Source: an optimization exercise on an open RTL-to-GDS flow (aim: small area and a short achievable clock period). Production flows keep margins and buffers that such runs may drop. RTL that was checked went through simulation tests only; none was proved equivalent to the original.

==> module KGP_RISC, before the edit <==
module KGP_RISC(
        input clock,
        input rst,
        output [7:0] imem_addr,
        input [31:0] imem_data,
        output [7:0] dmem_addr,
        output [31:0] dmem_wdata,
        output dmem_we,
        input [31:0] dmem_rdata,
        output [15:0] r
    );
reg [7:0]  pc;
reg [1023:0] rf;            
reg [31:0] opa, opb;         
reg [22:0] e_imm;            
reg        e_xor, e_and, e_add, e_neg, e_shl, e_shr, e_sra, e_mul, e_ld;
reg        e_useimm, e_st, e_we, e_jmp, e_jlbl;
reg [4:0]  e_wa;
wire [31:0] nx = rst ? 32'd0 : imem_data;      
wire [2:0]  n_op = nx[31:29];
wire [4:0]  n_rs = nx[28:24];
wire [4:0]  n_rt = nx[23:19];
wire [3:0]  n_f  = nx[13:10];
wire [1:0]  n_fi = nx[1:0];
wire n_r = n_op == 3'd0;
wire n_i = n_op == 3'd1;
wire n_m = n_op == 3'd2;
wire n_j = n_op == 3'd3;
wire n_z = n_op == 3'd4;
wire [31:0] imm = {{10{e_imm[22]}}, e_imm[22:1]};
wire [31:0] y   = e_useimm ? imm : opb;
wire [31:0] sum;
add32bk u_add(.a(e_neg ? 32'd0 : opa), .b(e_neg ? ~y : y), .cin(e_neg), .s(sum));
wire [4:0]  shamt = opb[4:0];
wire [31:0] opa_rev;
genvar gi;
generate for (gi = 0; gi < 32; gi = gi + 1) begin : g_rev
    assign opa_rev[gi] = opa[31-gi];
end endgenerate
wire [31:0] sh_in = e_shl ? opa_rev : opa;
wire        sh_fill = e_sra & opa[31];
wire [32:0] sh_full = $signed({sh_fill, sh_in}) >>> shamt;
wire [31:0] sh_r = sh_full[31:0];
wire [31:0] sh_rev;
generate for (gi = 0; gi < 32; gi = gi + 1) begin : g_rev2
    assign sh_rev[gi] = sh_r[31-gi];
end endgenerate
wire [31:0] shv = e_shl ? sh_rev : sh_r;
wire [31:0] prod;
mul32lo u_mul(.a(opa), .b(opb), .p(prod));
wire [31:0] res = ({32{e_xor}} & (opa ^ opb))
                | ({32{e_and}} & (opa & opb))
                | ({32{e_add | e_neg}} & sum)
                | ({32{e_shl | e_shr | e_sra}} & shv)
                | ({32{e_mul}} & prod)
                | ({32{e_ld}} & dmem_rdata);
wire fwd_a = e_we && e_wa == n_rs;
wire fwd_b = e_we && e_wa == n_rt;
wire [31:0] dec_a = 32'd1 << n_rs;
wire [31:0] dec_b = 32'd1 << n_rt;
reg  [31:0] rf_a, rf_b;
integer j;
always @(*) begin
    rf_a = 32'd0;
    rf_b = 32'd0;
    for (j = 0; j < 32; j = j + 1) begin
        rf_a = rf_a | ({32{dec_a[j]}} & rf[32*j +: 32]);
        rf_b = rf_b | ({32{dec_b[j]}} & rf[32*j +: 32]);
    end
end
wire [31:0] rd_a = fwd_a ? res : rf_a;
wire [31:0] rd_b = fwd_b ? res : rf_b;
integer k;
always @(posedge clock) begin
    for (k = 0; k < 32; k = k + 1)
        if (e_we && e_wa == k) rf[32*k +: 32] <= res;
    opa <= rd_a;
    opb <= rd_b;
end
always @(posedge clock) begin
    e_imm    <= nx[23:1];
    e_xor    <= n_r && n_f == 4'd0;
    e_and    <= n_r && n_f == 4'd1;
    e_neg    <= (n_r && n_f == 4'd2) || (n_i && n_fi == 2'd1);
    e_add    <= (n_r && n_f == 4'd3) || (n_i && n_fi == 2'd0);
    e_shl    <= n_r && (n_f == 4'd4 || n_f == 4'd6);
    e_shr    <= n_r && (n_f == 4'd5 || n_f == 4'd7);
    e_sra    <= n_r && (n_f == 4'd8 || n_f == 4'd9);
    e_mul    <= n_r && (n_f == 4'd10 || n_f == 4'd11);
    e_ld     <= n_m && !nx[0];
    e_st     <= n_m && nx[0];
    e_useimm <= n_i;
    e_we     <= n_r || n_i || (n_m && !nx[0]) || (n_j && nx[3:0] == 4'd9);
    e_wa     <= n_m ? n_rt : (n_j ? 5'd31 : n_rs);
    e_jmp    <= n_j || n_z;
    e_jlbl   <= n_j;
end
always @(posedge clock) begin
    if (rst)
        pc <= 8'd0;
    else if (e_jmp)
        pc <= e_jlbl ? e_imm[10:3] : 8'd0;
    else
        pc <= pc + 8'd1;
end
assign imem_addr  = pc;
assign dmem_addr  = opa[7:0] + {e_imm[7:0]};
assign dmem_wdata = opb;
assign dmem_we    = e_st;
assign r          = rf[32*7 +: 16];
endmodule
Settings: LEC_CHECK=0, ABC_AREA=1, CAP_MARGIN=20, CORE_MARGIN=2, CORE_UTILIZATION=40, SLEW_MARGIN=20; clock period 22.0 ns.
standard.sh (not shown) runs the stock make flow with config.mk's settings and CLKGATE_MAP_FILE= SYNTH_SCRIPT=/design/flow/synth_recipe.tcl, a recipe that flattens the netlist after the stock synthesis.
==> flow/flow/run.sh <==
#!/bin/bash
# Standard ORFS layout (the standard.sh) with three changes to how the
# layout is made; the SDC, the clock period and the synthesis are unchanged:
# - repair_timing is asked to leave a setup margin, so that it keeps
#   improving paths well below the (loose) clock period;
# - every port still gets a buffer, but a plain buf_2 rather than the delay
#   cell buffer_ports picks by default;
# - clock tree: larger sink clusters and no dummy loads.
set -euo pipefail
export SETUP_SLACK_MARGIN=15.5
export BUFFER_PORTS_ARGS="-buffer_cell sky130_fd_sc_hd__buf_2"
export CTS_ARGS="-sink_clustering_enable -repair_clock_nets -dont_use_dummy_load -sink_clustering_size 24 -sink_clustering_max_diameter 80"
bash standard.sh synth > synth.log 2>&1
bash standard.sh finish > layout.log 2>&1
==> next run, changes <==
--- a/flow/design.v
+++ b/flow/design.v
@@ -998,10 +998,10 @@
     assign opa_rev[gi] = opa[31-gi];
 end endgenerate
 wire [31:0] sh_in = e_shl ? opa_rev : opa;
 wire        sh_fill = e_sra & opa[31];
-wire [32:0] sh_full = $signed({sh_fill, sh_in}) >>> shamt;
-wire [31:0] sh_r = sh_full[31:0];
+wire [31:0] sh_mask = 32'hffffffff >> shamt;       
+wire [31:0] sh_r = (sh_in >> shamt) | ({32{sh_fill}} & ~sh_mask);
 wire [31:0] sh_rev;
 generate for (gi = 0; gi < 32; gi = gi + 1) begin : g_rev2
     assign sh_rev[gi] = sh_r[31-gi];
 end endgenerate
Effect: Now the flow ran to the end with violations: capacitance limit, slew limit; wire length rises by 3.6%; design area rose by 3.6%; via count went up by 3.4%; worst setup slack is worse by 0.051 ns; sequential share of layout area falls by 1.5 points; clock skew goes down by 0.037 ns; critical path depth stays the same; final cell count is higher by 4.1%; global-route usage rises by 1.6 points; register-to-register slack improves by 0.10 ns; flip-flop and latch count does not change.
No functional check of the RTL was part of the first run of this note.

-- port drivers added, routing unchanged --
In the flow no input, the clock included, has a driving cell. The finished layouts below were timed again as built, in two steps.
Step 1 (the two cells are an assumption about what drives the block):
set clk [get_ports {clock}]
set_driving_cell -lib_cell sky130_fd_sc_hd__clkbuf_16 $clk
set_driving_cell -lib_cell sky130_fd_sc_hd__buf_2 [delete_from_list [all_inputs] $clk]
Step 2 moves the port delays by t, midway between the first and last clock arrival at a register: inputs arrive t later, outputs are due t later. That takes back most of the time a late clock gives input paths.
Slacks: ideal ports / drivers / drivers and shift; pairs: ideal ports / drivers.
| run | t (ns) | setup slack, ns | worst setup path after step 2 | clock arrival spread, ns |
|---|---|---|---|---|
| the first run | 0.754 | 14.854 / 14.776 / 14.436 | input to register | 0.145 / 0.145 |
| the second run | 0.769 | 14.803 / 14.717 / 14.496 | input to register | 0.110 / 0.110 |
The setup slack of the first run, which loses most, moves by -0.078 ns with the drivers and by -0.418 ns with both steps.
